This design comes from an exercise in tuning for a short achievable clock period and few clock cycles per item on the open sky130 flow, not from production work. In this exercise RTL edits were held to simulation tests only and were not proved equivalent to the original. No activity file was given, so power comes from the tool's default toggle rates.

Design RV32core, start of the top module:
module  RV32core(
        input clk,   
        input rst,   
        output[31:0] imem_addr,
        input[31:0] imem_data,
        output dmem_en,
        output dmem_we,
        output[31:0] dmem_addr,
        output[31:0] dmem_wdata,
        input[31:0] dmem_rdata,
        output wb_en,
        output[4:0] wb_rd,
        output[31:0] wb_data
    );
    reg[31:0] pc;            
    reg[31:0] ir, ir_pc;     
    reg ir_v;
    reg ir_pred;             
    reg p1_wen, p1_load;     
    reg[4:0] p1_rd;
    reg[31:0] p1_data;
    reg m_en, m_we;          
    reg[31:0] m_addr, m_wdata;
    reg w_en;                
    reg[4:0] w_rd;           
    reg[31:0] w_data;        
    reg[4:0] wi_rd;
    reg[31:0] wi_data;
    reg[31:0] rf[1:31];      
    reg[31:1] rf_ok;
    assign imem_addr = pc;
    assign dmem_en = m_en;
    assign dmem_we = m_we;
    assign dmem_addr = m_addr;
    assign dmem_wdata = m_wdata;
    assign wb_en = w_en;
    assign wb_rd = w_rd;
    assign wb_data = w_data;
    wire[6:0] op = ir[6:0];
    wire[2:0] f3 = ir[14:12];
    wire[4:0] rd = ir[11:7];
    wire[4:0] rs1 = ir[19:15];
    wire[4:0] rs2 = ir[24:20];
    wire is_op    = op == 7'b0110011;
    wire is_opi   = op == 7'b0010011;
    wire is_lui   = op == 7'b0110111;
    wire is_auipc = op == 7'b0010111;
    wire is_load  = op == 7'b0000011;
    wire is_store = op == 7'b0100011;
    wire is_br    = op == 7'b1100011;
    wire is_jal   = op == 7'b1101111;
    wire is_jalr  = op == 7'b1100111;
    wire is_m     = is_op & ir[25];
    wire is_div   = is_m & f3[2];
    wire is_mul   = is_m & ~f3[2];
    wire use1 = is_op | is_opi | is_load | is_store | is_br | is_jalr;
    wire use2 = is_op | is_store | is_br;
    wire wrd  = (is_op | is_opi | is_lui | is_auipc | is_load | is_jal | is_jalr) & (rd != 5'd0);
    wire[31:0] imm_i = {{20{ir[31]}}, ir[31:20]};
    wire[31:0] imm_s = {{20{ir[31]}}, ir[31:25], ir[11:7]};
  ...
==> flow/config.mk <==
export PLATFORM = sky130hd
export DESIGN_NAME = RV32core
export DESIGN_NICKNAME = RV32core
export VERILOG_FILES = /design/flow/design.v
export SDC_FILE = /design/flow/constraint.sdc
export NUM_CORES = 4
export LEC_CHECK = 0
export CAP_MARGIN = 20
export CORE_MARGIN = 2
export CORE_UTILIZATION = 45
export PLACE_DENSITY = 0.65
export SLEW_MARGIN = 20
export SYNTH_HIERARCHICAL = 1
==> flow/constraint.sdc <==
create_clock -name core_clock -period 100.0 [get_ports {clk}]
set_input_delay 20.0000 -clock core_clock [delete_from_list [all_inputs] [get_ports {clk}]]
set_output_delay 20.0000 -clock core_clock [all_outputs]
set_load 0.01 [all_outputs]
standard.sh (not shown) runs the stock make flow with config.mk's settings and CLKGATE_MAP_FILE= SYNTH_SCRIPT=/design/flow/synth_recipe.tcl, a recipe that flattens the netlist after the stock synthesis.
==> flow/flow/run.sh <==
#!/bin/bash
cp standard.sh standard_sh.txt
export SETUP_SLACK_MARGIN=79.3
export BUFFER_PORTS_ARGS="-buffer_cell sky130_fd_sc_hd__buf_4"
bash standard.sh > standard.log 2>&1
Testbench counts at the start, summed over its fixed seeds: cycles 37,674, instrs 35,431.
Rerun with:
CORE_UTILIZATION = 30   (was 45)
PLACE_DENSITY = 0.5   (was 0.65)
Result:
- The changed run went through all stages and came out clean
- wire length grows by 14%
- final cell count grows by 12%
- global-route usage shrinks by 9.4 points
- clock power grows by 8.8%
- area after synthesis does not change


job 101:
RV32core, a different RTL version from the one above (not shown whole).
For scale: roughly 10000 cells after synthesis, roughly 1400 flip-flops, ~110000 µm² of cells after synthesis.
==> flow/config.mk <==
export PLATFORM = sky130hd
export DESIGN_NAME = RV32core
export DESIGN_NICKNAME = RV32core
export VERILOG_FILES = /design/flow/design.v
export SDC_FILE = /design/flow/constraint.sdc
export NUM_CORES = 4
export LEC_CHECK = 0
export CAP_MARGIN = 20
export CORE_MARGIN = 2
export CORE_UTILIZATION = 45
export PLACE_DENSITY = 0.65
export SLEW_MARGIN = 20
export SYNTH_HIERARCHICAL = 1
==> flow/constraint.sdc <==
create_clock -name core_clock -period 100.0 [get_ports {clk}]
set_input_delay 20.0000 -clock core_clock [delete_from_list [all_inputs] [get_ports {clk}]]
set_output_delay 20.0000 -clock core_clock [all_outputs]
set_load 0.01 [all_outputs]
==> flow/flow/run.sh <==
#!/bin/bash
cp standard.sh standard_sh.txt
export SETUP_SLACK_MARGIN=79.5
export BUFFER_PORTS_ARGS="-buffer_cell sky130_fd_sc_hd__buf_4"
bash standard.sh > standard.log 2>&1
Testbench counts of job 101, summed over its fixed seeds: cycles 37,586, instrs 35,431.
Relative to job 101, the following input files were edited for job 102:
Settings: PLACE_DENSITY changed from 0.65 to 0.5; CORE_UTILIZATION changed from 45 to 30.
diff --git a/flow/flow/run.sh b/flow/flow/run.sh
--- a/flow/flow/run.sh
+++ b/flow/flow/run.sh
@@ -3 +3 @@
-export SETUP_SLACK_MARGIN=79.5
+export SETUP_SLACK_MARGIN=79.3
==> notes.md <==
- The final cycle utilization of the critical path was comparable across job 101 and job 102.
- Job 101 → job 102: placement-stage worst setup slack now larger, cell leakage power saw an increase.
- Global-route usage over all layers (job 102 over job 101): decrease, 11 points
- Job 102 vs job 101, instance count: job 102 higher
- Detailed-route wire length on metal 1: job 101 and job 102 compared, lower one is job 101
- Compared with job 101, job 102 shows a lower worst hold slack after final layout.


RV32core, a different RTL version from the one above (not shown whole).
Size: about 10,000 cells after synthesis, ~200 I/O pins, roughly 110,000 sq um of cells after synthesis.
==> flow/config.mk <==
export PLATFORM = sky130hd
export DESIGN_NAME = RV32core
export DESIGN_NICKNAME = RV32core
export VERILOG_FILES = /design/flow/design.v
export SDC_FILE = /design/flow/constraint.sdc
export NUM_CORES = 4
export LEC_CHECK = 0
export CAP_MARGIN = 20
export CORE_MARGIN = 2
export CORE_UTILIZATION = 30
export PLACE_DENSITY = 0.5
export SLEW_MARGIN = 20
export SYNTH_HIERARCHICAL = 1
==> flow/constraint.sdc <==
create_clock -name core_clock -period 100.0 [get_ports {clk}]
set_input_delay 20.0000 -clock core_clock [delete_from_list [all_inputs] [get_ports {clk}]]
set_output_delay 20.0000 -clock core_clock [all_outputs]
set_load 0.01 [all_outputs]
==> flow/flow/run.sh <==
#!/bin/bash
cp standard.sh standard_sh.txt
export SETUP_SLACK_MARGIN=78.5
export BUFFER_PORTS_ARGS="-buffer_cell sky130_fd_sc_hd__buf_4"
bash standard.sh > standard.log 2>&1
The baseline ran to the end with no violations.
Testbench counts at the start, summed over its fixed seeds: cycles 38,698, instrs 35,431.
==> next run, changes <==
==> flow/run.sh (new file) <==
#!/bin/bash
# synth_recipe.tcl (not shown) runs the flow's synth.tcl, then flattens the netlist and writes it again
# the make line also repeats each setting of config.mk as NAME=value (left out here)
make -C /OpenROAD-flow-scripts/flow DESIGN_CONFIG=/design/flow/config.mk WORK_HOME=/design/flow/orfs CLKGATE_MAP_FILE= SYNTH_SCRIPT=/design/flow/synth_recipe.tcl finish
removed: flow/flow/run.sh
removed: flow/standard.sh
Outcome: Combinational power is about the same; wire length is lower by 0.57%; register-to-register slack improved by 0.06 ns; clock skew is lower by 0.033 ns; worst hold slack improved by 0.018 ns; setup slack got worse by 1.1 ns; critical path depth is lower by 2; synthesized area stays the same.

## afterwards: timing with drivers on the ports
Ports are ideal in the flow. The routed layouts listed here were re-timed in OpenROAD.
Step 1: set_driving_cell puts a clkbuf_16 on clk and a buf_2 on each other input, an assumption about the parent block.
Step 2 times the ports against the registers' clock, not the clock port: input delays grow and output delays shrink by t, the midpoint of the rising clock arrivals with the driver on.
Slacks: ideal / step 1 / step 2; pairs: ideal / step 1.
run | t, ns | slack for setup (ns) | worst setup path at the end | worst register clock-pin slew, ns | worst data-port slew with drivers (ns)
the first run of note 1 | 0.944 | 78.379 / 78.393 / 77.465 | input to register | 0.10 / 0.10 | 0.10
the second run of note 1 | 1.014 | 78.352 / 78.363 / 77.415 | input to register | 0.07 / 0.07 | 0.10
job 101 | 0.918 | 78.570 / 78.475 / 77.908 | input to register | 0.07 / 0.07 | 0.15
job 102 | 0.960 | 78.658 / 78.556 / 77.955 | input to register | 0.07 / 0.07 | 0.10
the first run of note 3 | 1.010 | 78.195 / 78.238 / 77.228 | input to register | 0.07 / 0.07 | 0.28
the second run of note 3 | 0.972 | 77.116 / 77.150 / 76.178 | input to register | 0.07 / 0.07 | 0.23
After both steps every run listed still meets setup and hold. For the first run of note 3, which loses most, drivers alone change the setup slack by +0.043 ns; drivers and shift together by -0.967 ns.
